Context: an optimization exercise on an open-source flow, tuned for small area, a short achievable clock period and few clock cycles. The choices shown serve that exercise and are no tape-out recipe.
Where RTL was checked, it was by simulation tests only, not by an equivalence proof against the original.
Power and IR drop assume default switching activity.

Setup of red:
==> flow/design.v <==
module shifter(bm, sh, nb);
  input [15:0] bm;
  input [1:0] sh;
  output [15:0] nb;
  wire s0 = ~sh[1] & ~sh[0];    
  wire sl = ~sh[1] &  sh[0];    
  wire sr =  sh[1];             
  wire sa =  sh[1] &  sh[0];    
  aoi222 sft(bm, {bm[14:0], 1'b0}, {sa & bm[15], bm[15:1]}, s0, sl, sr, nb);
endmodule
module halfadd(a, nb, inv, cin, x, y);
  input [15:0] a, nb;
  input inv, cin;
  output [15:0] x, y;
  wire [15:0] bi = ~(nb ^ {16{inv}});
  wire [15:0] y0 = a & bi;
  assign x = a ^ bi;
  assign y = {y0[15:1], y0[0] | (x[0] & cin)};
endmodule
module adder_carries(p, g, cy);
  input [15:0] p, g;
  output [15:1] cy;
  wire [15:0] g1n, p1n, g2, p2, g3n, p3n, g4, p4;
  ks_aoi #(1) l1(g,   p,   g1n, p1n);
  ks_oai #(2) l2(g1n, p1n, g2,  p2);
  ks_aoi #(4) l3(g2,  p2,  g3n, p3n);
  ks_oai #(8) l4(g3n, p3n, g4,  p4);
  assign cy = g4[14:0];
endmodule
module ks_aoi(g, p, gn, pn);
  parameter D = 1;
  input [15:0] g, p;
  output [15:0] gn, pn;
  genvar i;
  generate
    for (i = 0; i < 16; i = i + 1) begin : b
      if (i >= D) begin : m
        assign gn[i] = ~(g[i] | (p[i] & g[i-D]));
        assign pn[i] = ~(p[i] & p[i-D]);
      end else begin : t
        assign gn[i] = ~g[i];
        assign pn[i] = ~p[i];
      end
    end
  endgenerate
endmodule
module ks_oai(gn, pn, g, p);
  parameter D = 1;
  input [15:0] gn, pn;
  output [15:0] g, p;
  genvar i;
  generate
    for (i = 0; i < 16; i = i + 1) begin : b
      if (i >= D) begin : m
        assign g[i] = ~(gn[i] & (pn[i] | gn[i-D]));
        assign p[i] = ~(pn[i] | pn[i-D]);
      end else begin : t
        assign g[i] = ~gn[i];
        assign p[i] = ~pn[i];
      end
    end
  endgenerate
endmodule
module cpu(clk,reset,s,load,in,out,N,V,Z,w);
  input clk, reset, s, load;
  input [15:0] in;
  output [15:0] out;
  output N, V, Z, w;
  reg [13:0] ir;
  wire [13:0] e = load ? {in[14], in[12:0]} : ir;
  always @(posedge clk)
    ir <= e;
  wire       movg = e[13];           
  wire [1:0] op   = e[12:11];        
  wire       movi = movg &  op[1];   
  wire       cmp  = ~movg & ~op[1] &  op[0];
  wire       andi = ~movg &  op[1] & ~op[0];
  wire       inv  = ~movg &  op[0];            
  wire       usea = ~movg & ~(op[1] & op[0]);  
  wire [2:0] rn = e[10:8];
  wire [1:0] sh = e[4:3];
  wire [2:0] rm = e[2:0];
  wire go = s & ~reset;
  reg pend;
  reg [15:0] r0, r1, r2, r3, r4, r5, r6, r7;
  wire [15:0] sum;
  wire        wmovi = ir[13] & ir[12];
  wire [15:0] wdata = wmovi ? {{8{ir[7]}}, ir[7:0]} : sum;
  wire [2:0]  wnum  = wmovi ? ir[10:8] : ir[7:5];
  wire [7:0]  wsel  = pend ? (8'd1 << wnum) : 8'd0;
  always @(posedge clk) begin
    pend <= go & ~cmp;
    if (wsel[0]) r0 <= wdata;
    if (wsel[1]) r1 <= wdata;
    if (wsel[2]) r2 <= wdata;
    if (wsel[3]) r3 <= wdata;
    if (wsel[4]) r4 <= wdata;
    if (wsel[5]) r5 <= wdata;
    if (wsel[6]) r6 <= wdata;
    if (wsel[7]) r7 <= wdata;
  end
  wire [127:0] rf = {r7, r6, r5, r4, r3, r2, r1, r0};
  wire [7:0] dn = 8'd1 << rn;
  wire [7:0] dm = 8'd1 << rm;
  wire [7:0] sa = {8{usea}} & dn & ~wsel;
  wire [7:0] sb = dm & ~wsel;
  wire fa = usea & |(dn & wsel);
  wire fb = |(dm & wsel);
  wire [15:0] a, bm;
  rdport pa(rf, wdata, sa, fa, a);
  rdport pb(rf, wdata, sb, fb, bm);
  wire [15:0] nb;    
  shifter shb(bm, sh, nb);
  wire [15:0] xn, yn;
  halfadd ha(a, nb, inv, cmp, xn, yn);
  reg [15:0] xr, yr;
  reg andr, vpre;
  reg cw, cf;
  always @(posedge clk) begin
    xr   <= xn;
    yr   <= yn;
    andr <= andi;
    vpre <= a[15] & ~nb[15];
    cw   <= go & ~cmp & ~movi;
    cf   <= go & cmp;
  end
  wire [15:0] p = andr ? yr : xr;
  wire [15:0] g = andr ? 16'd0 : yr;
  wire [15:0] cy;    
  adder_carries ac(p, g, cy[15:1]);
  assign cy[0] = cf;
  assign sum = p ^ cy;
  wire [2:0] nvz = {sum[15], vpre & ~sum[15], &p};
  reg [15:0] c;
  reg [2:0]  st;
  always @(posedge clk) begin
    if (cw) c <= sum;
    if (cf) st <= nvz;
  end
  assign out = cw ? sum : c;
  assign {N, V, Z} = cf ? nvz : st;
  assign w = 1'b1;
endmodule
module rdport(rf, fw, sel, fsel, q);
  input [127:0] rf;
  input [15:0] fw;
  input [7:0] sel;
  input fsel;
  output [15:0] q;
  wire [15:0] n0, n1, n2;
  aoi222 g0(rf[15:0],    rf[31:16],   rf[47:32],   sel[0], sel[1], sel[2], n0);
  aoi222 g1(rf[63:48],   rf[79:64],   rf[95:80],   sel[3], sel[4], sel[5], n1);
  aoi222 g2(rf[111:96],  rf[127:112], fw,          sel[6], sel[7], fsel,   n2);
  assign q = ~(n0 & n1 & n2);
endmodule
module aoi222(d0, d1, d2, s0, s1, s2, q);
  input [15:0] d0, d1, d2;
  input s0, s1, s2;
  output [15:0] q;
  assign q = ~(({16{s0}} & d0) | ({16{s1}} & d1) | ({16{s2}} & d2));
endmodule
Settings: LEC_CHECK=0, CAP_MARGIN=20, CORE_MARGIN=2, CORE_UTILIZATION=40, CTS_BUF_LIST=sky130_fd_sc_hd__clkbuf_4 sky130_fd_sc_hd__clkbuf_8, CTS_CLUSTER_SIZE=30, SLEW_MARGIN=20, SYNTH_HIERARCHICAL=1, TNS_END_PERCENT=100; clock period 10.0 ns.
standard.sh (not shown) runs the stock make flow with config.mk's settings and CLKGATE_MAP_FILE= SYNTH_SCRIPT=/design/flow/synth_recipe.tcl, a recipe that flattens the netlist after the stock synthesis.
==> flow/flow/run.sh <==
#!/bin/bash
# Layout: the standard ORFS flow (standard.sh: unchanged synthesis,
# floorplan, power grid, placement, CTS and routing), with two settings
# beyond config.mk's list:
#  - the port buffers that global placement inserts are buf_2 cells
#    (buffer_ports otherwise picks a slow delay buffer);
#  - repair_timing aims at MARGIN ns of setup slack.
# The clock, the constraints and the checks are unchanged.
set -euo pipefail
MARGIN=${MARGIN:-5}
bash standard.sh "BUFFER_PORTS_ARGS=-buffer_cell sky130_fd_sc_hd__buf_2" \
  "SETUP_SLACK_MARGIN=$MARGIN" finish > orfs_make.log 2>&1
Changes in blue relative to red:
==> flow/design.v, changed modules only <==
module pgcalc(a, bm, sh, andi, inv, cin, p, g, g0, b15);
  input [15:0] a, bm;
  input [1:0] sh;
  input andi, inv, cin;
  output [15:0] p, g;
  output g0, b15;
  wire s0 = ~sh[1] & ~sh[0];    
  wire sl = ~sh[1] &  sh[0];    
  wire sr =  sh[1];             
  wire sa =  sh[1] &  sh[0];    
  wire [15:0] nb;
  aoi222 sft(bm, {bm[14:0], 1'b0}, {sa & bm[15], bm[15:1]}, s0, sl, sr, nb);
  pgbits pgb(a, nb, andi, inv, cin, p, g);
  assign g0 = g[0];
  assign b15 = ~nb[15];
endmodule
module pgbits(a, nb, andi, inv, cin, p, g);
  input [15:0] a, nb;
  input andi, inv, cin;
  output [15:0] p, g;
  wire [15:0] bi = ~(nb ^ {16{inv}});
  wire [15:0] x  = a ^ bi;
  wire [15:0] y  = a & bi;
  assign p = andi ? y : x;
  assign g = andi ? 16'd0 : {y[15:1], y[0] | (x[0] & cin)};
endmodule
module cpu(clk,reset,s,load,in,out,N,V,Z,w);
  input clk, reset, s, load;
  input [15:0] in;
  output [15:0] out;
  output N, V, Z, w;
  reg [13:0] ir;
  wire [13:0] e = load ? {in[14], in[12:0]} : ir;
  always @(posedge clk)
    ir <= e;
  wire       movg = e[13];           
  wire [1:0] op   = e[12:11];        
  wire       movi = movg &  op[1];   
  wire       cmp  = ~movg & ~op[1] &  op[0];
  wire       andi = ~movg &  op[1] & ~op[0];
  wire       inv  = ~movg &  op[0];            
  wire       usea = ~movg & ~(op[1] & op[0]);  
  wire [2:0] rn = e[10:8];
  wire [1:0] sh = e[4:3];
  wire [2:0] rm = e[2:0];
  wire go = s & ~reset;
  reg pend;
  reg [15:0] r0, r1, r2, r3, r4, r5, r6, r7;
  wire [15:0] sum;
  wire        wmovi = ir[13] & ir[12];
  wire [15:0] wdata = wmovi ? {{8{ir[7]}}, ir[7:0]} : sum;
  wire [2:0]  wnum  = wmovi ? ir[10:8] : ir[7:5];
  wire [7:0]  wsel  = pend ? (8'd1 << wnum) : 8'd0;
  always @(posedge clk) begin
    pend <= go & ~cmp;
    if (wsel[0]) r0 <= wdata;
    if (wsel[1]) r1 <= wdata;
    if (wsel[2]) r2 <= wdata;
    if (wsel[3]) r3 <= wdata;
    if (wsel[4]) r4 <= wdata;
    if (wsel[5]) r5 <= wdata;
    if (wsel[6]) r6 <= wdata;
    if (wsel[7]) r7 <= wdata;
  end
  wire [127:0] rf = {r7, r6, r5, r4, r3, r2, r1, r0};
  wire [7:0] dn = 8'd1 << rn;
  wire [7:0] dm = 8'd1 << rm;
  wire [7:0] sa = {8{usea}} & dn & ~wsel;
  wire [7:0] sb = dm & ~wsel;
  wire fa = usea & |(dn & wsel);
  wire fb = |(dm & wsel);
  wire [15:0] a, bm;
  rdport pa(rf, wdata, sa, fa, a);
  rdport pb(rf, wdata, sb, fb, bm);
  wire [15:0] pn, gn;
  wire g0n, b15;
  pgcalc pg(a, bm, sh, andi, inv, cmp, pn, gn, g0n, b15);
  reg [15:0] p, g;
  reg vpre;
  reg cw, cf;
  always @(posedge clk) begin
    p    <= pn;
    g    <= {gn[15:1], g0n};
    vpre <= a[15] & b15;
    cw   <= go & ~cmp & ~movi;
    cf   <= go & cmp;
  end
  wire [15:0] cy;    
  adder_carries ac(p, g, cy[15:1]);
  assign cy[0] = cf;    
  assign sum = p ^ cy;
  wire [2:0] nvz = {sum[15], vpre & ~sum[15], &p};
  reg [15:0] c;
  reg [2:0]  st;
  always @(posedge clk) begin
    if (cw) c <= sum;
    if (cf) st <= nvz;
  end
  assign out = cw ? sum : c;
  assign {N, V, Z} = cf ? nvz : st;
  assign w = 1'b1;
endmodule
// module shifter removed
// module halfadd removed
Results
- Synthesized cell count: blue vs red down 27
- Actual transition at the worst max-transition pin | blue above red
- Number of vias per cell after detailed routing of blue exceeds that of red by a few percent.
- Of blue and red, the run reporting the higher reported clock group power was red.
- blue ended up with p[15]$_DFF_P_ as its critical path capture point; red ended up with xr[15]$_DFF_P_.
- Where wire length of the first global-routing pass is concerned, red is better than blue.
- blue: global-route track usage on met3 higher than red
- red → blue: via count has decreased, slack of the critical path shows an increase of 0.068 ns.
- blue — required time of the critical path 0.02 ns higher, red as reference
- blue vs. red: floorplan row count went down by about 3.6%.
- NOTE post-route cell area red->blue decreased by a few percent
Testbench counts of blue, summed over its fixed seeds: cycles 16,000.
For red, only the layout was checked, not whether the RTL still works.

## what the ideal ports hide
The flow's constraints put no driver on any port. The routed layouts listed below were extracted and timed again, unchanged, in two steps. Step 1: set_driving_cell puts a clkbuf_16 on clk and a buf_2 on each other input, an assumption about the parent block. Step 2, shift: input delay + t, output delay - t, t = (earliest + latest rising clock arrival at the registers) / 2. This alone moves slack from input paths to output paths. Three values: ideal ports, drivers, drivers and shift; two values: the first two.
run	shift t [ns]	setup WS [ns]	slew at the worst register clock pin (ns)
red	0.504	5.092 / 5.113 / 4.609	0.12 / 0.12
blue	0.506	5.161 / 5.180 / 4.675	0.10 / 0.10
After both steps every run listed still meets setup and hold. The setup slack of blue, which loses most, moves by +0.019 ns with the drivers and by -0.486 ns with both steps.
